This is an optimization exercise on Yosys and OpenROAD, whose aim is small area, a short achievable clock period and few clock cycles per item, not a production implementation.
Function was checked by simulation only, so behaviour that the tests miss may differ from the original.

[design/flow/config.mk]
export PLATFORM = sky130hd
export DESIGN_NAME = el2_exu_div_ctl
export DESIGN_NICKNAME = el2_exu_div_ctl
export VERILOG_FILES = /design/flow/design.v
export SDC_FILE = /design/flow/constraint.sdc
export NUM_CORES = 4
export LEC_CHECK = 0
export CAP_MARGIN = 20
export CORE_MARGIN = 2
export CORE_UTILIZATION = 30
export PLACE_DENSITY = 0.5
export SLEW_MARGIN = 20
[design/flow/constraint.sdc]
create_clock -name core_clock -period 15.0 [get_ports {clk}]
set_input_delay 3.0000 -clock core_clock [delete_from_list [all_inputs] [get_ports {clk}]]
set_output_delay 3.0000 -clock core_clock [all_outputs]
set_load 0.01 [all_outputs]
[design/flow/design.v]
module rvdff #( parameter WIDTH=1, SHORT=0 )
   (
     input logic [WIDTH-1:0] din,
     input logic           clk,
     input logic                   rst_l,
     output logic [WIDTH-1:0] dout
     );
if (SHORT == 1) begin
   assign dout = din;
end
else begin
   always_ff @(posedge clk or negedge rst_l) begin
      if (rst_l == 0)
        dout[WIDTH-1:0] <= 0;
      else
        dout[WIDTH-1:0] <= din[WIDTH-1:0];
   end
end
endmodule
module rvdffs #( parameter WIDTH=1, SHORT=0 )
   (
     input logic [WIDTH-1:0] din,
     input logic             en,
     input logic           clk,
     input logic                   rst_l,
     output logic [WIDTH-1:0] dout
     );
if (SHORT == 1) begin : genblock
   assign dout = din;
end
else begin : genblock
   rvdff #(WIDTH) dffs (.din((en) ? din[WIDTH-1:0] : dout[WIDTH-1:0]), .*);
end
endmodule
module rvdffe #( parameter WIDTH=1, SHORT=0, OVERRIDE=0 )
   (
     input  logic [WIDTH-1:0] din,
     input  logic           en,
     input  logic           clk,
     input  logic           rst_l,
     input  logic             scan_mode,
     output logic [WIDTH-1:0] dout
     );
if (SHORT == 1) begin : genblock
   if (1) begin : genblock
      assign dout = din;
   end
end
else begin : genblock
   if (1) begin: genblock
      rvdffs #(WIDTH) dff ( .* );
   end
end  
endmodule  
module rvtwoscomp #( parameter WIDTH=32 )
   (
     input logic [WIDTH-1:0] din,
     output logic [WIDTH-1:0] dout
     );
   logic [WIDTH-1:1]          dout_temp;    
   genvar                     i;
   for ( i = 1; i < WIDTH; i++ )  begin : flip_after_first_one
      assign dout_temp[i] = (|din[i-1:0]) ? ~din[i] : din[i];
   end : flip_after_first_one
   assign dout[WIDTH-1:0]  = { dout_temp[WIDTH-1:1], din[0] };
endmodule   
module el2_exu_div_ctl
  (
   input logic           clk,                        
   input logic           rst_l,                      
   input logic           valid,                      
   input logic           unsign,                     
   input logic           rem,                        
   input logic  [31:0]   dividend,                   
   input logic  [31:0]   divisor,                    
   input logic           cancel,                     
   output logic          finish_dly,                 
   output logic [31:0]   out                         
  );
   logic [31:0]          out_raw;
   logic                 scan_mode;
   assign scan_mode = 1'b0;
   assign out[31:0] = {32{finish_dly}} & out_raw[31:0];      
        el2_exu_div_new_4bit_fullshortq         i_new_4bit_div_fullshortq       (
            .clk              ( clk                      ),    
            .rst_l            ( rst_l                    ),    
            .scan_mode        ( scan_mode                ),    
            .cancel           ( cancel                   ),    
            .valid_in         ( valid                    ),    
            .signed_in        (~unsign                   ),    
            .rem_in           ( rem                      ),    
            .dividend_in      ( dividend[31:0]           ),    
            .divisor_in       ( divisor[31:0]            ),    
            .valid_out        ( finish_dly               ),    
            .data_out         ( out_raw[31:0]            ));   
endmodule  
module el2_exu_div_new_4bit_fullshortq
  (
   input  logic            clk,                        
   input  logic            rst_l,                      
   input  logic            scan_mode,                  
   input  logic            cancel,                     
   input  logic            valid_in,
   input  logic            signed_in,
   input  logic            rem_in,
   input  logic [31:0]     dividend_in,
   input  logic [31:0]     divisor_in,
   output logic            valid_out,
   output logic [31:0]     data_out
  );
   logic                   valid_ff_in, valid_ff;
   logic                   finish_raw, finish, finish_ff;
   logic                   running_state;
   logic                   misc_enable;
   logic         [2:0]     control_in, control_ff;
   logic                   dividend_sign_ff, divisor_sign_ff, rem_ff;
   logic                   count_enable;
   logic         [6:0]     count_in, count_ff;
   logic                   smallnum_case;
   logic         [3:0]     smallnum;
   logic                   a_enable, a_shift;
   logic        [31:0]     a_in, a_ff;
   logic                   b_enable, b_twos_comp;
   logic        [32:0]     b_in;
   logic        [37:0]     b_ff;
   logic        [31:0]     q_in, q_ff;
   logic                   rq_enable;
   logic                   r_sign_sel;
   logic                   r_restore_sel;
   logic                   r_adder01_sel, r_adder02_sel, r_adder03_sel;
   logic                   r_adder04_sel, r_adder05_sel, r_adder06_sel, r_adder07_sel;
   logic                   r_adder08_sel, r_adder09_sel, r_adder10_sel, r_adder11_sel;
   logic                   r_adder12_sel, r_adder13_sel, r_adder14_sel, r_adder15_sel;
   logic        [32:0]     r_in, r_ff;
   logic                   twos_comp_q_sel, twos_comp_b_sel;
   logic        [31:0]     twos_comp_in, twos_comp_out;
   logic        [15:1]     quotient_raw;
   logic         [3:0]     quotient_new;
   logic        [34:0]     adder01_out;
   logic        [35:0]     adder02_out;
   logic        [36:0]     adder03_out;
   logic        [37:0]     adder04_out;
   logic        [37:0]     adder05_out;
   logic        [37:0]     adder06_out;
   logic        [37:0]     adder07_out;
   logic        [37:0]     adder08_out;
   logic        [37:0]     adder09_out;
   logic        [37:0]     adder10_out;
   logic        [37:0]     adder11_out;
   logic        [37:0]     adder12_out;
   logic        [37:0]     adder13_out;
   logic        [37:0]     adder14_out;
   logic        [37:0]     adder15_out;
   logic        [64:0]     ar_shifted;
   logic         [5:0]     shortq;
   logic         [4:0]     shortq_shift;
   logic         [4:0]     shortq_decode;
   logic         [4:0]     shortq_shift_ff;
   logic                   shortq_enable;
   logic                   shortq_enable_ff;
   logic        [32:0]     shortq_dividend;
   logic                   by_zero_case;
   logic                   by_zero_case_ff;
   rvdffe #(19) i_misc_ff        (.*, .clk(clk), .en(misc_enable),     .din ({valid_ff_in, control_in[2:0], by_zero_case,    shortq_enable,    shortq_shift[4:0],    finish,    count_in[6:0]}),
                                                                       .dout({valid_ff,    control_ff[2:0], by_zero_case_ff, shortq_enable_ff, shortq_shift_ff[4:0], finish_ff, count_ff[6:0]}));  
   rvdffe #(32) i_a_ff           (.*, .clk(clk), .en(a_enable),        .din(a_in[31:0]),           .dout(a_ff[31:0]));
   rvdffe #(33) i_b_ff           (.*, .clk(clk), .en(b_enable),        .din(b_in[32:0]),           .dout(b_ff[32:0]));
   rvdffe #(33) i_r_ff           (.*, .clk(clk), .en(rq_enable),       .din(r_in[32:0]),           .dout(r_ff[32:0]));
   rvdffe #(32) i_q_ff           (.*, .clk(clk), .en(rq_enable),       .din(q_in[31:0]),           .dout(q_ff[31:0]));
   assign valid_ff_in            =  valid_in  & ~cancel;
   assign control_in[2]          = (~valid_in & control_ff[2]) | (valid_in & signed_in  & dividend_in[31]);
   assign control_in[1]          = (~valid_in & control_ff[1]) | (valid_in & signed_in  &  divisor_in[31]);
   assign control_in[0]          = (~valid_in & control_ff[0]) | (valid_in & rem_in);
   assign dividend_sign_ff       =  control_ff[2];
   assign divisor_sign_ff        =  control_ff[1];
   assign rem_ff                 =  control_ff[0];
   assign by_zero_case           =  valid_ff & (b_ff[31:0] == 32'b0);
   assign misc_enable            =  valid_in | valid_ff | cancel | running_state | finish_ff;
   assign running_state          = (| count_ff[6:0]) | shortq_enable_ff;
   assign finish_raw             =   smallnum_case      |
                                     by_zero_case       |
                                    (count_ff[6:0] == 7'd32);
   assign finish                 =  finish_raw & ~cancel;
   assign count_enable           = (valid_ff | running_state) & ~finish & ~finish_ff & ~cancel & ~shortq_enable;
   assign count_in[6:0]          = {7{count_enable}} & (count_ff[6:0] + 7'd4 + {2'b0,shortq_shift_ff[4:0]});
   assign a_enable               =  valid_in | running_state;
   assign a_shift                =  running_state & ~shortq_enable_ff;
   assign ar_shifted[64:0]       = { {33{dividend_sign_ff}} , a_ff[31:0]} << {shortq_shift_ff[4:0]};
   assign a_in[31:0]             = ( {32{~a_shift & ~shortq_enable_ff}} &  dividend_in[31:0] ) |
                                   ( {32{ a_shift                    }} & {a_ff[27:0],4'b0}  ) |
                                   ( {32{            shortq_enable_ff}} &  ar_shifted[31:0]  );
   assign b_enable               =    valid_in | b_twos_comp;
   assign b_twos_comp            =    valid_ff & ~(dividend_sign_ff ^ divisor_sign_ff);
   assign b_in[32:0]             = ( {33{~b_twos_comp}} & { (signed_in & divisor_in[31]),divisor_in[31:0] } ) |
                                   ( {33{ b_twos_comp}} & {~divisor_sign_ff,twos_comp_out[31:0] } );
   assign rq_enable              =  valid_in | valid_ff | running_state;
   assign r_sign_sel             =  valid_ff      &  dividend_sign_ff & ~by_zero_case;
   assign r_restore_sel          =  running_state & (quotient_new[3:0] == 4'd00) & ~shortq_enable_ff;
   assign r_adder01_sel          =  running_state & (quotient_new[3:0] == 4'd01) & ~shortq_enable_ff;
   assign r_adder02_sel          =  running_state & (quotient_new[3:0] == 4'd02) & ~shortq_enable_ff;
   assign r_adder03_sel          =  running_state & (quotient_new[3:0] == 4'd03) & ~shortq_enable_ff;
   assign r_adder04_sel          =  running_state & (quotient_new[3:0] == 4'd04) & ~shortq_enable_ff;
   assign r_adder05_sel          =  running_state & (quotient_new[3:0] == 4'd05) & ~shortq_enable_ff;
   assign r_adder06_sel          =  running_state & (quotient_new[3:0] == 4'd06) & ~shortq_enable_ff;
   assign r_adder07_sel          =  running_state & (quotient_new[3:0] == 4'd07) & ~shortq_enable_ff;
   assign r_adder08_sel          =  running_state & (quotient_new[3:0] == 4'd08) & ~shortq_enable_ff;
   assign r_adder09_sel          =  running_state & (quotient_new[3:0] == 4'd09) & ~shortq_enable_ff;
   assign r_adder10_sel          =  running_state & (quotient_new[3:0] == 4'd10) & ~shortq_enable_ff;
   assign r_adder11_sel          =  running_state & (quotient_new[3:0] == 4'd11) & ~shortq_enable_ff;
   assign r_adder12_sel          =  running_state & (quotient_new[3:0] == 4'd12) & ~shortq_enable_ff;
   assign r_adder13_sel          =  running_state & (quotient_new[3:0] == 4'd13) & ~shortq_enable_ff;
   assign r_adder14_sel          =  running_state & (quotient_new[3:0] == 4'd14) & ~shortq_enable_ff;
   assign r_adder15_sel          =  running_state & (quotient_new[3:0] == 4'd15) & ~shortq_enable_ff;
   assign r_in[32:0]             = ( {33{r_sign_sel      }} & {33{1'b1}}               ) |
                                   ( {33{r_restore_sel   }} & {r_ff[28:0],a_ff[31:28]} ) |
                                   ( {33{r_adder01_sel   }} &  adder01_out[32:0]       ) |
                                   ( {33{r_adder02_sel   }} &  adder02_out[32:0]       ) |
                                   ( {33{r_adder03_sel   }} &  adder03_out[32:0]       ) |
                                   ( {33{r_adder04_sel   }} &  adder04_out[32:0]       ) |
                                   ( {33{r_adder05_sel   }} &  adder05_out[32:0]       ) |
                                   ( {33{r_adder06_sel   }} &  adder06_out[32:0]       ) |
                                   ( {33{r_adder07_sel   }} &  adder07_out[32:0]       ) |
                                   ( {33{r_adder08_sel   }} &  adder08_out[32:0]       ) |
                                   ( {33{r_adder09_sel   }} &  adder09_out[32:0]       ) |
                                   ( {33{r_adder10_sel   }} &  adder10_out[32:0]       ) |
                                   ( {33{r_adder11_sel   }} &  adder11_out[32:0]       ) |
                                   ( {33{r_adder12_sel   }} &  adder12_out[32:0]       ) |
                                   ( {33{r_adder13_sel   }} &  adder13_out[32:0]       ) |
                                   ( {33{r_adder14_sel   }} &  adder14_out[32:0]       ) |
                                   ( {33{r_adder15_sel   }} &  adder15_out[32:0]       ) |
                                   ( {33{shortq_enable_ff}} &  ar_shifted[64:32]       ) |
                                   ( {33{by_zero_case    }} & {1'b0,a_ff[31:0]}        );
   assign q_in[31:0]             = ( {32{~valid_ff     }} & {q_ff[27:0], quotient_new[3:0]} ) |
                                   ( {32{ smallnum_case}} & {28'b0     , smallnum[3:0]}     ) |
                                   ( {32{ by_zero_case }} & {32{1'b1}}                      );
   assign b_ff[37:33]            = {b_ff[32],b_ff[32],b_ff[32],b_ff[32],b_ff[32]};
   assign adder01_out[34:0]      = {         r_ff[30:0],a_ff[31:28]}  +                                                                   b_ff[34:0];
   assign adder02_out[35:0]      = {         r_ff[31:0],a_ff[31:28]}  +                                             {b_ff[34:0],1'b0};
   assign adder03_out[36:0]      = {         r_ff[32:0],a_ff[31:28]}  +                                             {b_ff[35:0],1'b0}  +  b_ff[36:0];
   assign adder04_out[37:0]      = {r_ff[32],r_ff[32:0],a_ff[31:28]}  +                       {b_ff[35:0],2'b0};
   assign adder05_out[37:0]      = {r_ff[32],r_ff[32:0],a_ff[31:28]}  +                       {b_ff[35:0],2'b0}  +                        b_ff[37:0];
   assign adder06_out[37:0]      = {r_ff[32],r_ff[32:0],a_ff[31:28]}  +                       {b_ff[35:0],2'b0}  +  {b_ff[36:0],1'b0};
   assign adder07_out[37:0]      = {r_ff[32],r_ff[32:0],a_ff[31:28]}  +                       {b_ff[35:0],2'b0}  +  {b_ff[36:0],1'b0}  +  b_ff[37:0];
   assign adder08_out[37:0]      = {r_ff[32],r_ff[32:0],a_ff[31:28]}  +  {b_ff[34:0],3'b0};
   assign adder09_out[37:0]      = {r_ff[32],r_ff[32:0],a_ff[31:28]}  +  {b_ff[34:0],3'b0} +                                              b_ff[37:0];
   assign adder10_out[37:0]      = {r_ff[32],r_ff[32:0],a_ff[31:28]}  +  {b_ff[34:0],3'b0} +                        {b_ff[36:0],1'b0};
   assign adder11_out[37:0]      = {r_ff[32],r_ff[32:0],a_ff[31:28]}  +  {b_ff[34:0],3'b0} +                        {b_ff[36:0],1'b0}  +  b_ff[37:0];
   assign adder12_out[37:0]      = {r_ff[32],r_ff[32:0],a_ff[31:28]}  +  {b_ff[34:0],3'b0} +  {b_ff[35:0],2'b0};
   assign adder13_out[37:0]      = {r_ff[32],r_ff[32:0],a_ff[31:28]}  +  {b_ff[34:0],3'b0} +  {b_ff[35:0],2'b0}  +                        b_ff[37:0];
   assign adder14_out[37:0]      = {r_ff[32],r_ff[32:0],a_ff[31:28]}  +  {b_ff[34:0],3'b0} +  {b_ff[35:0],2'b0}  +  {b_ff[36:0],1'b0};
   assign adder15_out[37:0]      = {r_ff[32],r_ff[32:0],a_ff[31:28]}  +  {b_ff[34:0],3'b0} +  {b_ff[35:0],2'b0}  +  {b_ff[36:0],1'b0}  +  b_ff[37:0];
   assign quotient_raw[01]       = (~adder01_out[34] ^ dividend_sign_ff) | ( (a_ff[27:0] == 28'b0) & (adder01_out[34:0] == 35'b0) );
   assign quotient_raw[02]       = (~adder02_out[35] ^ dividend_sign_ff) | ( (a_ff[27:0] == 28'b0) & (adder02_out[35:0] == 36'b0) );
   assign quotient_raw[03]       = (~adder03_out[36] ^ dividend_sign_ff) | ( (a_ff[27:0] == 28'b0) & (adder03_out[36:0] == 37'b0) );
   assign quotient_raw[04]       = (~adder04_out[37] ^ dividend_sign_ff) | ( (a_ff[27:0] == 28'b0) & (adder04_out[37:0] == 38'b0) );
   assign quotient_raw[05]       = (~adder05_out[37] ^ dividend_sign_ff) | ( (a_ff[27:0] == 28'b0) & (adder05_out[37:0] == 38'b0) );
   assign quotient_raw[06]       = (~adder06_out[37] ^ dividend_sign_ff) | ( (a_ff[27:0] == 28'b0) & (adder06_out[37:0] == 38'b0) );
   assign quotient_raw[07]       = (~adder07_out[37] ^ dividend_sign_ff) | ( (a_ff[27:0] == 28'b0) & (adder07_out[37:0] == 38'b0) );
   assign quotient_raw[08]       = (~adder08_out[37] ^ dividend_sign_ff) | ( (a_ff[27:0] == 28'b0) & (adder08_out[37:0] == 38'b0) );
   assign quotient_raw[09]       = (~adder09_out[37] ^ dividend_sign_ff) | ( (a_ff[27:0] == 28'b0) & (adder09_out[37:0] == 38'b0) );
   assign quotient_raw[10]       = (~adder10_out[37] ^ dividend_sign_ff) | ( (a_ff[27:0] == 28'b0) & (adder10_out[37:0] == 38'b0) );
   assign quotient_raw[11]       = (~adder11_out[37] ^ dividend_sign_ff) | ( (a_ff[27:0] == 28'b0) & (adder11_out[37:0] == 38'b0) );
   assign quotient_raw[12]       = (~adder12_out[37] ^ dividend_sign_ff) | ( (a_ff[27:0] == 28'b0) & (adder12_out[37:0] == 38'b0) );
   assign quotient_raw[13]       = (~adder13_out[37] ^ dividend_sign_ff) | ( (a_ff[27:0] == 28'b0) & (adder13_out[37:0] == 38'b0) );
   assign quotient_raw[14]       = (~adder14_out[37] ^ dividend_sign_ff) | ( (a_ff[27:0] == 28'b0) & (adder14_out[37:0] == 38'b0) );
   assign quotient_raw[15]       = (~adder15_out[37] ^ dividend_sign_ff) | ( (a_ff[27:0] == 28'b0) & (adder15_out[37:0] == 38'b0) );
   assign quotient_new[0]        = ( quotient_raw[15:01] == 15'b000_0000_0000_0001 ) |   
                                   ( quotient_raw[15:03] == 13'b000_0000_0000_01   ) |   
                                   ( quotient_raw[15:05] == 11'b000_0000_0001      ) |   
                                   ( quotient_raw[15:07] ==  9'b000_0000_01        ) |   
                                   ( quotient_raw[15:09] ==  7'b000_0001           ) |   
                                   ( quotient_raw[15:11] ==  5'b000_01             ) |   
                                   ( quotient_raw[15:13] ==  3'b001                ) |   
                                   ( quotient_raw[   15] ==  1'b1                  );    
   assign quotient_new[1]        = ( quotient_raw[15:02] == 14'b000_0000_0000_001  ) |   
                                   ( quotient_raw[15:03] == 13'b000_0000_0000_01   ) |   
                                   ( quotient_raw[15:06] == 10'b000_0000_001       ) |   
                                   ( quotient_raw[15:07] ==  9'b000_0000_01        ) |   
                                   ( quotient_raw[15:10] ==  6'b000_001            ) |   
                                   ( quotient_raw[15:11] ==  5'b000_01             ) |   
                                   ( quotient_raw[15:14] ==  2'b01                 ) |   
                                   ( quotient_raw[   15] ==  1'b1                  );    
   assign quotient_new[2]        = ( quotient_raw[15:04] == 12'b000_0000_0000_1    ) |   
                                   ( quotient_raw[15:05] == 11'b000_0000_0001      ) |   
                                   ( quotient_raw[15:06] == 10'b000_0000_001       ) |   
                                   ( quotient_raw[15:07] ==  9'b000_0000_01        ) |   
                                   ( quotient_raw[15:12] ==  4'b000_1              ) |   
                                   ( quotient_raw[15:13] ==  3'b001                ) |   
                                   ( quotient_raw[15:14] ==  2'b01                 ) |   
                                   ( quotient_raw[   15] ==  1'b1                  );    
   assign quotient_new[3]        = ( quotient_raw[15:08] ==  8'b000_0000_1         ) |   
                                   ( quotient_raw[15:09] ==  7'b000_0001           ) |   
                                   ( quotient_raw[15:10] ==  6'b000_001            ) |   
                                   ( quotient_raw[15:11] ==  5'b000_01             ) |   
                                   ( quotient_raw[15:12] ==  4'b000_1              ) |   
                                   ( quotient_raw[15:13] ==  3'b001                ) |   
                                   ( quotient_raw[15:14] ==  2'b01                 ) |   
                                   ( quotient_raw[   15] ==  1'b1                  );    
   assign twos_comp_b_sel        =  valid_ff           & ~(dividend_sign_ff ^ divisor_sign_ff);
   assign twos_comp_q_sel        = ~valid_ff & ~rem_ff &  (dividend_sign_ff ^ divisor_sign_ff) & ~by_zero_case_ff;
   assign twos_comp_in[31:0]     = ( {32{twos_comp_q_sel}} & q_ff[31:0] ) |
                                   ( {32{twos_comp_b_sel}} & b_ff[31:0] );
   rvtwoscomp #(32) i_twos_comp  (.din(twos_comp_in[31:0]), .dout(twos_comp_out[31:0]));
   assign valid_out              =  finish_ff & ~cancel;
   assign data_out[31:0]         = ( {32{~rem_ff & ~twos_comp_q_sel}} & q_ff[31:0]          ) |
                                   ( {32{ rem_ff                   }} & r_ff[31:0]          ) |
                                   ( {32{           twos_comp_q_sel}} & twos_comp_out[31:0] );
   assign smallnum_case          = ( (a_ff[31:4]  == 28'b0) & (b_ff[31:4] == 28'b0) & ~by_zero_case & ~rem_ff & valid_ff & ~cancel) |
                                   ( (a_ff[31:0]  == 32'b0) &                         ~by_zero_case & ~rem_ff & valid_ff & ~cancel);
   assign smallnum[3]            = ( a_ff[3] &                                  ~b_ff[3] & ~b_ff[2] & ~b_ff[1]           );
   assign smallnum[2]            = ( a_ff[3] &                                  ~b_ff[3] & ~b_ff[2] &            ~b_ff[0]) |
                                   (            a_ff[2] &                       ~b_ff[3] & ~b_ff[2] & ~b_ff[1]           ) |
                                   ( a_ff[3] &  a_ff[2] &                       ~b_ff[3] & ~b_ff[2]                      );
   assign smallnum[1]            = (            a_ff[2] &                       ~b_ff[3] & ~b_ff[2] &            ~b_ff[0]) |
                                   (                       a_ff[1] &            ~b_ff[3] & ~b_ff[2] & ~b_ff[1]           ) |
                                   ( a_ff[3] &                                  ~b_ff[3] &            ~b_ff[1] & ~b_ff[0]) |
                                   ( a_ff[3] & ~a_ff[2] &                       ~b_ff[3] & ~b_ff[2] &  b_ff[1] &  b_ff[0]) |
                                   (~a_ff[3] &  a_ff[2] &  a_ff[1] &            ~b_ff[3] & ~b_ff[2]                      ) |
                                   ( a_ff[3] &  a_ff[2] &                       ~b_ff[3] &                       ~b_ff[0]) |
                                   ( a_ff[3] &  a_ff[2] &                       ~b_ff[3] &  b_ff[2] & ~b_ff[1]           ) |
                                   ( a_ff[3] &             a_ff[1] &            ~b_ff[3] &            ~b_ff[1]           ) |
                                   ( a_ff[3] &  a_ff[2] &  a_ff[1] &            ~b_ff[3] &  b_ff[2]                      );
   assign smallnum[0]            = (            a_ff[2] &  a_ff[1] &  a_ff[0] & ~b_ff[3] &            ~b_ff[1]           ) |
                                   ( a_ff[3] & ~a_ff[2] &             a_ff[0] & ~b_ff[3] &             b_ff[1] &  b_ff[0]) |
                                   (            a_ff[2] &                       ~b_ff[3] &            ~b_ff[1] & ~b_ff[0]) |
                                   (                       a_ff[1] &            ~b_ff[3] & ~b_ff[2] &            ~b_ff[0]) |
                                   (                                  a_ff[0] & ~b_ff[3] & ~b_ff[2] & ~b_ff[1]           ) |
                                   (~a_ff[3] &  a_ff[2] & ~a_ff[1] &            ~b_ff[3] & ~b_ff[2] &  b_ff[1] &  b_ff[0]) |
                                   (~a_ff[3] &  a_ff[2] &  a_ff[1] &            ~b_ff[3] &                       ~b_ff[0]) |
                                   ( a_ff[3] &                                             ~b_ff[2] & ~b_ff[1] & ~b_ff[0]) |
                                   ( a_ff[3] & ~a_ff[2] &                       ~b_ff[3] &  b_ff[2] &  b_ff[1]           ) |
                                   (~a_ff[3] &  a_ff[2] &  a_ff[1] &            ~b_ff[3] &  b_ff[2] & ~b_ff[1]           ) |
                                   (~a_ff[3] &  a_ff[2] &             a_ff[0] & ~b_ff[3] &            ~b_ff[1]           ) |
                                   ( a_ff[3] & ~a_ff[2] & ~a_ff[1] &            ~b_ff[3] &  b_ff[2] &             b_ff[0]) |
                                   (           ~a_ff[2] &  a_ff[1] &  a_ff[0] & ~b_ff[3] & ~b_ff[2]                      ) |
                                   ( a_ff[3] &  a_ff[2] &                                             ~b_ff[1] & ~b_ff[0]) |
                                   ( a_ff[3] &             a_ff[1] &                       ~b_ff[2] &            ~b_ff[0]) |
                                   (~a_ff[3] &  a_ff[2] &  a_ff[1] &  a_ff[0] & ~b_ff[3] &  b_ff[2]                      ) |
                                   ( a_ff[3] &  a_ff[2] &                        b_ff[3] & ~b_ff[2]                      ) |
                                   ( a_ff[3] &             a_ff[1] &             b_ff[3] & ~b_ff[2] & ~b_ff[1]           ) |
                                   ( a_ff[3] &                        a_ff[0] &            ~b_ff[2] & ~b_ff[1]           ) |
                                   ( a_ff[3] &            ~a_ff[1] &            ~b_ff[3] &  b_ff[2] &  b_ff[1] &  b_ff[0]) |
                                   ( a_ff[3] &  a_ff[2] &  a_ff[1] &             b_ff[3] &                       ~b_ff[0]) |
                                   ( a_ff[3] &  a_ff[2] &  a_ff[1] &             b_ff[3] &            ~b_ff[1]           ) |
                                   ( a_ff[3] &  a_ff[2] &             a_ff[0] &  b_ff[3] &            ~b_ff[1]           ) |
                                   ( a_ff[3] & ~a_ff[2] &  a_ff[1] &            ~b_ff[3] &             b_ff[1]           ) |
                                   ( a_ff[3] &             a_ff[1] &  a_ff[0] &            ~b_ff[2]                      ) |
                                   ( a_ff[3] &  a_ff[2] &  a_ff[1] &  a_ff[0] &  b_ff[3]                                 );
   assign shortq_dividend[32:0]   = {dividend_sign_ff,a_ff[31:0]};
   logic [5:0]  dw_a_enc;
   logic [5:0]  dw_b_enc;
   logic [6:0]  dw_shortq_raw;
   el2_exu_div_cls i_a_cls  (
       .operand  ( shortq_dividend[32:0]  ),
       .cls      ( dw_a_enc[4:0]          ));
   el2_exu_div_cls i_b_cls  (
       .operand  ( b_ff[32:0]             ),
       .cls      ( dw_b_enc[4:0]          ));
   assign dw_a_enc[5]             =  1'b0;
   assign dw_b_enc[5]             =  1'b0;
   assign dw_shortq_raw[6:0]      =  {1'b0,dw_b_enc[5:0]} - {1'b0,dw_a_enc[5:0]} + 7'd1;
   assign shortq[5:0]             =  dw_shortq_raw[6]  ?  6'd0  :  dw_shortq_raw[5:0];
   assign shortq_enable           =  valid_ff & ~shortq[5] & ~(shortq[4:2] ==  3'b111) & ~cancel;
   assign shortq_decode[4:0]      = ( {5{shortq[4:0] == 5'd31}} & 5'd00) |
                                    ( {5{shortq[4:0] == 5'd30}} & 5'd00) |
                                    ( {5{shortq[4:0] == 5'd29}} & 5'd00) |
                                    ( {5{shortq[4:0] == 5'd28}} & 5'd00) |
                                    ( {5{shortq[4:0] == 5'd27}} & 5'd04) |
                                    ( {5{shortq[4:0] == 5'd26}} & 5'd04) |
                                    ( {5{shortq[4:0] == 5'd25}} & 5'd04) |
                                    ( {5{shortq[4:0] == 5'd24}} & 5'd04) |
                                    ( {5{shortq[4:0] == 5'd23}} & 5'd08) |
                                    ( {5{shortq[4:0] == 5'd22}} & 5'd08) |
                                    ( {5{shortq[4:0] == 5'd21}} & 5'd08) |
                                    ( {5{shortq[4:0] == 5'd20}} & 5'd08) |
                                    ( {5{shortq[4:0] == 5'd19}} & 5'd12) |
                                    ( {5{shortq[4:0] == 5'd18}} & 5'd12) |
                                    ( {5{shortq[4:0] == 5'd17}} & 5'd12) |
                                    ( {5{shortq[4:0] == 5'd16}} & 5'd12) |
                                    ( {5{shortq[4:0] == 5'd15}} & 5'd16) |
                                    ( {5{shortq[4:0] == 5'd14}} & 5'd16) |
                                    ( {5{shortq[4:0] == 5'd13}} & 5'd16) |
                                    ( {5{shortq[4:0] == 5'd12}} & 5'd16) |
                                    ( {5{shortq[4:0] == 5'd11}} & 5'd20) |
                                    ( {5{shortq[4:0] == 5'd10}} & 5'd20) |
                                    ( {5{shortq[4:0] == 5'd09}} & 5'd20) |
                                    ( {5{shortq[4:0] == 5'd08}} & 5'd20) |
                                    ( {5{shortq[4:0] == 5'd07}} & 5'd24) |
                                    ( {5{shortq[4:0] == 5'd06}} & 5'd24) |
                                    ( {5{shortq[4:0] == 5'd05}} & 5'd24) |
                                    ( {5{shortq[4:0] == 5'd04}} & 5'd24) |
                                    ( {5{shortq[4:0] == 5'd03}} & 5'd28) |
                                    ( {5{shortq[4:0] == 5'd02}} & 5'd28) |
                                    ( {5{shortq[4:0] == 5'd01}} & 5'd28) |
                                    ( {5{shortq[4:0] == 5'd00}} & 5'd28);
   assign shortq_shift[4:0]       = ~shortq_enable     ?  5'd0  :  shortq_decode[4:0];
endmodule  
module el2_exu_div_cls
  (
   input  logic [32:0] operand,
   output logic [4:0]  cls                   
   );
   logic [4:0]   cls_zeros;
   logic [4:0]   cls_ones;
assign cls_zeros[4:0]             = ({5{operand[31]    ==  {           1'b1} }} & 5'd00) |
                                    ({5{operand[31:30] ==  {{ 1{1'b0}},1'b1} }} & 5'd01) |
                                    ({5{operand[31:29] ==  {{ 2{1'b0}},1'b1} }} & 5'd02) |
                                    ({5{operand[31:28] ==  {{ 3{1'b0}},1'b1} }} & 5'd03) |
                                    ({5{operand[31:27] ==  {{ 4{1'b0}},1'b1} }} & 5'd04) |
                                    ({5{operand[31:26] ==  {{ 5{1'b0}},1'b1} }} & 5'd05) |
                                    ({5{operand[31:25] ==  {{ 6{1'b0}},1'b1} }} & 5'd06) |
                                    ({5{operand[31:24] ==  {{ 7{1'b0}},1'b1} }} & 5'd07) |
                                    ({5{operand[31:23] ==  {{ 8{1'b0}},1'b1} }} & 5'd08) |
                                    ({5{operand[31:22] ==  {{ 9{1'b0}},1'b1} }} & 5'd09) |
                                    ({5{operand[31:21] ==  {{10{1'b0}},1'b1} }} & 5'd10) |
                                    ({5{operand[31:20] ==  {{11{1'b0}},1'b1} }} & 5'd11) |
                                    ({5{operand[31:19] ==  {{12{1'b0}},1'b1} }} & 5'd12) |
                                    ({5{operand[31:18] ==  {{13{1'b0}},1'b1} }} & 5'd13) |
                                    ({5{operand[31:17] ==  {{14{1'b0}},1'b1} }} & 5'd14) |
                                    ({5{operand[31:16] ==  {{15{1'b0}},1'b1} }} & 5'd15) |
                                    ({5{operand[31:15] ==  {{16{1'b0}},1'b1} }} & 5'd16) |
                                    ({5{operand[31:14] ==  {{17{1'b0}},1'b1} }} & 5'd17) |
                                    ({5{operand[31:13] ==  {{18{1'b0}},1'b1} }} & 5'd18) |
                                    ({5{operand[31:12] ==  {{19{1'b0}},1'b1} }} & 5'd19) |
                                    ({5{operand[31:11] ==  {{20{1'b0}},1'b1} }} & 5'd20) |
                                    ({5{operand[31:10] ==  {{21{1'b0}},1'b1} }} & 5'd21) |
                                    ({5{operand[31:09] ==  {{22{1'b0}},1'b1} }} & 5'd22) |
                                    ({5{operand[31:08] ==  {{23{1'b0}},1'b1} }} & 5'd23) |
                                    ({5{operand[31:07] ==  {{24{1'b0}},1'b1} }} & 5'd24) |
                                    ({5{operand[31:06] ==  {{25{1'b0}},1'b1} }} & 5'd25) |
                                    ({5{operand[31:05] ==  {{26{1'b0}},1'b1} }} & 5'd26) |
                                    ({5{operand[31:04] ==  {{27{1'b0}},1'b1} }} & 5'd27) |
                                    ({5{operand[31:03] ==  {{28{1'b0}},1'b1} }} & 5'd28) |
                                    ({5{operand[31:02] ==  {{29{1'b0}},1'b1} }} & 5'd29) |
                                    ({5{operand[31:01] ==  {{30{1'b0}},1'b1} }} & 5'd30) |
                                    ({5{operand[31:00] ==  {{31{1'b0}},1'b1} }} & 5'd31) |
                                    ({5{operand[31:00] ==  {{32{1'b0}}     } }} & 5'd00);     
assign cls_ones[4:0]              = ({5{operand[31:30] ==  {{ 1{1'b1}},1'b0} }} & 5'd00) |
                                    ({5{operand[31:29] ==  {{ 2{1'b1}},1'b0} }} & 5'd01) |
                                    ({5{operand[31:28] ==  {{ 3{1'b1}},1'b0} }} & 5'd02) |
                                    ({5{operand[31:27] ==  {{ 4{1'b1}},1'b0} }} & 5'd03) |
                                    ({5{operand[31:26] ==  {{ 5{1'b1}},1'b0} }} & 5'd04) |
                                    ({5{operand[31:25] ==  {{ 6{1'b1}},1'b0} }} & 5'd05) |
                                    ({5{operand[31:24] ==  {{ 7{1'b1}},1'b0} }} & 5'd06) |
                                    ({5{operand[31:23] ==  {{ 8{1'b1}},1'b0} }} & 5'd07) |
                                    ({5{operand[31:22] ==  {{ 9{1'b1}},1'b0} }} & 5'd08) |
                                    ({5{operand[31:21] ==  {{10{1'b1}},1'b0} }} & 5'd09) |
                                    ({5{operand[31:20] ==  {{11{1'b1}},1'b0} }} & 5'd10) |
                                    ({5{operand[31:19] ==  {{12{1'b1}},1'b0} }} & 5'd11) |
                                    ({5{operand[31:18] ==  {{13{1'b1}},1'b0} }} & 5'd12) |
                                    ({5{operand[31:17] ==  {{14{1'b1}},1'b0} }} & 5'd13) |
                                    ({5{operand[31:16] ==  {{15{1'b1}},1'b0} }} & 5'd14) |
                                    ({5{operand[31:15] ==  {{16{1'b1}},1'b0} }} & 5'd15) |
                                    ({5{operand[31:14] ==  {{17{1'b1}},1'b0} }} & 5'd16) |
                                    ({5{operand[31:13] ==  {{18{1'b1}},1'b0} }} & 5'd17) |
                                    ({5{operand[31:12] ==  {{19{1'b1}},1'b0} }} & 5'd18) |
                                    ({5{operand[31:11] ==  {{20{1'b1}},1'b0} }} & 5'd19) |
                                    ({5{operand[31:10] ==  {{21{1'b1}},1'b0} }} & 5'd20) |
                                    ({5{operand[31:09] ==  {{22{1'b1}},1'b0} }} & 5'd21) |
                                    ({5{operand[31:08] ==  {{23{1'b1}},1'b0} }} & 5'd22) |
                                    ({5{operand[31:07] ==  {{24{1'b1}},1'b0} }} & 5'd23) |
                                    ({5{operand[31:06] ==  {{25{1'b1}},1'b0} }} & 5'd24) |
                                    ({5{operand[31:05] ==  {{26{1'b1}},1'b0} }} & 5'd25) |
                                    ({5{operand[31:04] ==  {{27{1'b1}},1'b0} }} & 5'd26) |
                                    ({5{operand[31:03] ==  {{28{1'b1}},1'b0} }} & 5'd27) |
                                    ({5{operand[31:02] ==  {{29{1'b1}},1'b0} }} & 5'd28) |
                                    ({5{operand[31:01] ==  {{30{1'b1}},1'b0} }} & 5'd29) |
                                    ({5{operand[31:00] ==  {{31{1'b1}},1'b0} }} & 5'd30) |
                                    ({5{operand[31:00] ==  {{32{1'b1}}     } }} & 5'd31);
assign cls[4:0]                   =  operand[32]  ?  cls_ones[4:0]  :  cls_zeros[4:0];
endmodule  
[design/flow/run.sh]
#!/bin/bash
# synth_recipe.tcl (not shown) runs the flow's synth.tcl, then flattens the netlist and writes it again
# the make line also repeats each setting of config.mk as NAME=value (left out here)
make -C /OpenROAD-flow-scripts/flow DESIGN_CONFIG=/design/flow/config.mk WORK_HOME=/design/flow/orfs CLKGATE_MAP_FILE= SYNTH_SCRIPT=/design/flow/synth_recipe.tcl finish
==> summary.md <==
| Metric | Value |
|---|---|
| Highest clock rate | `68.67 MHz` |
| Post-synth EDFFs | `0` |
| Clk sink count | `147` |
| IO Count | `103` |
| Most frequent cells in the layout | `776 x nand2_1, 753 x a21oi_1, 687 x nor2_1` |
| YS warnings | `3` |
| Drt wl/cell | `39.80 um` |
| Final #Nets | `8180` |
| Total iterations of the first detailed-routing run | `12` |
| Full die area | `roughly 180000 sq um` |
| Fin crit share | `97.08%` |
| Peak fanout along the critical path | `21` |
| Yosys reg bits | `147` |
| CTS resizes | `0` |
| Buffers inserted by post-CTS timing repair | `0` |
| Primary FF master, synth | `dfrtp_1` |
| Worst Hold Class | `flip-flop to flip-flop` |
| Num CTS Buffers | `17` |
| DRT antenna net count | `0` |
| CP Class | `flip-flop to flip-flop` |
| Syn Nets | `about 8000` |
| CP arrival | `around 15000 ps` |
| Routed WL | `between 300000 and 400000 um` |
| Max-capacitance violation count | `0` |
| Slowest library cell on the worst path | `xnor2_1` |
| Total negative slack | `0 ps` |
| GPL Wtd Cong | `1.151` |
| Outcome | `finished clean` |
| H-tree depth | `4` |
| Yosys cell types | `116` |
| Core outline area | `between 150000 and 200000 sq um` |
| Largest stage delay, worst path | `950 ps` |
| WP data required | `15450 ps` |
| Startpoint types | `flip-flop` |
| Async SR Flop Fraction | `100.0%` |
| GR Util All Layers | `42.89%` |
| Worst-Skew Late Latency | `between 500 and 600 ps` |
| Number of cell rows | `roughly 150` |
| Pin count of the biggest net entering global routing | `75` |
| Crit path capture type | `flip-flop` |
| Cts hold-fix bufs | `0` |
| # port buffers | `slightly above 100` |
| Worst-Margin Slew | `1423 ps` |
| Max_slew headroom | `4.442%` |
| Tmin final | `14560 ps` |
| Die Wd | `418.4 um` |
| Final setup violation count | `0` |
| Fin. max-slew vios | `0` |
| Finished Layout Cells | `between 9000 and 10000` |
| Grt ovf | `0` |
| Max clock buf depth | `2` |
| Cell count after synthesis | `approximately 7500` |
| Layout area overhead | `11.39%` |
| Via density | `6.993` |
| Sequential-to-total area share from yosys stat | `7.142%` |
| Starting DRT DRC Count | `9793` |
| Final Hold Fails | `0` |
| Vias in the first global route | `62467` |
| Layout cells sized above 1 | `7.931%` |
| Initial antenna violation count | `60` |
| Synthesized area per cell | `6.878 sq um` |
| Root Driver | `clkbuf_16` |
| Starting Density | `30.09%` |
| Synth Cell Area | `51510 sq um` |
| Leading cell type in the layout, fill and taps excluded | `nand2_1` |
| Placed Cells | `roughly 9800` |
| RSZ-0062 raised after global routing | `no` |
| Die Span Y | `418.4 um` |
| Worst clock skew | `23.62 ps` |
| # DRC | `0` |
| First-pass GRT wire length | `between 500000 and 600000 um` |
| Vias | `68660` |
| Clock transition at path regs | `100 ps` |
| Post-detail-place hpwl | `319500 um` |
| CTS tree | `built` |
==> worst max-delay path, delay by kind of cell, from the launching register on <==
| family | cells | cell delay (ps) |
|---|---|---|
| flops | 1 | 770 |
| compound gates | 18 | 5590 |
| fa+ha+maj | 4 | 1860 |
| xor+xnor | 4 | 2140 |
| simple gates | 11 | 3100 |
| buf+inv | 4 | 970 |
==> cell families (layout without fill, tap and decap cells) <==
family	Yosys count	in the layout	synth area share, %
adders and majority gates	570	570	14.49
muxes	144	144	2.884
other	0	32	0
AOI/OAI and AO/OA	2907	2907	38.30
DFF	147	147	7.142
and+or+nand+nor	2674	2674	25.40
xor gates and xnor gates	409	409	7.008
buffers and inverters	638	702	4.783
==> cell usage after synthesis, types with 46 or more instances <==
master     count  area [sq um]
nand4_1      136         850.8
o31ai_1       61         457.9
o2111ai_1     50         437.9
xor2_1       194          1699
nor3_1       206          1031
nor4_1       107         669.4
or3_1         62         387.9
a211oi_1     134          1006
mux2i_1      118          1181
a21o_1       177          1329
nand2_1      778          2920
clkbuf_1     346          1299
a21oi_1      754          3774
ha_1         526          6581
nor2_1       693          2601
a221oi_1      96         840.8
and3_1        62         387.9
and2_1        86         538.0
inv_1        217         814.5
nand3_1      175         875.8
a22oi_1       81         608.1
nor2b_1       56         350.3
o21a_1       117         878.3
a31oi_1      109         681.9
xnor2_1      213          1866
a2111oi_0     46         402.9
o21bai_1      62         465.5
o211ai_1     118         885.9
nand2b_1      67         419.2
o21ai_0      497          2487
dfrtp_1      147          3679
==> metal layers <==
metal,share of wire [%],vias up,track usage [%]
met5,0.058,-,0.1945
li1,-,28954,-
met4,9.7,30,33.68
met1,39,33672,53.21
met3,11,1254,13.25
met2,40,4750,61.12
==> per-stage QoR <==
| step | hold WS, ps | setup WS (ps) | cell area [sq um] | utilization [%] |
|---|---|---|---|---|
| after detailed placement | 501.6 | 1257 | 56610 | 33.07 |
| after global routing | 550.3 | 355.1 | 57310 | 33.48 |
| after floorplan | 465.2 | 5180 | 51510 | - |
| final | 516.9 | 438.1 | 57370 | 33.52 |
| after CTS | 528.6 | 1217 | 57240 | 33.44 |
| after global placement | 496.7 | 1324 | 56530 | 33.03 |
==> cell type report <==
type                       instances  area (sq um)
fill                           18703        113800
multi-input combinational       6704         45630
timing repair buffer             450          3719
sequential                       147          3701
tap                             2233          2794
inverter                         220         825.8
clock buffer                      17         425.4
clock inverter                    15         201.4
antenna                           32         80.08
==> final timing paths <==
kind	cells past startpoint	startpoint	slack, ps	end
max	41	flip-flop	440	flip-flop
min	1	flip-flop	520	flip-flop
max reg2reg	41	flip-flop	440	flip-flop
min reg2reg	1	flip-flop	520	flip-flop
max in group asynchronous	3	rst_l	10280	asynchronous set/reset pin
min in group asynchronous	1	rst_l	2370	asynchronous set/reset pin
Testbench counts, summed over its fixed seeds: cycles 19,892, items 3,200.

[re-timing with driven ports]
The flow's constraints put no driver on any port. The routed layout listed below was extracted and timed again, unchanged, in two steps. Step 1, drivers: a clkbuf_16 drives clk and a buf_2 each remaining input, both assumed. Step 2 times the ports against the registers' clock, not the clock port: input delays grow and output delays shrink by t, the midpoint of the rising clock arrivals with the driver on. a / b / c = no drivers / after step 1 / after step 2; a / b = the first two.
t (ns): 0.585
setup slack, ns: 0.438 / 0.438 / 0.438
hold slack, ns: 0.517 / 0.517 / 0.517
latest minus earliest clock arrival (ns): 0.023 / 0.023
After both steps setup and hold are still met in this run. For this run, drivers alone change the setup slack by 0.000 ns; drivers and shift together by 0.000 ns.
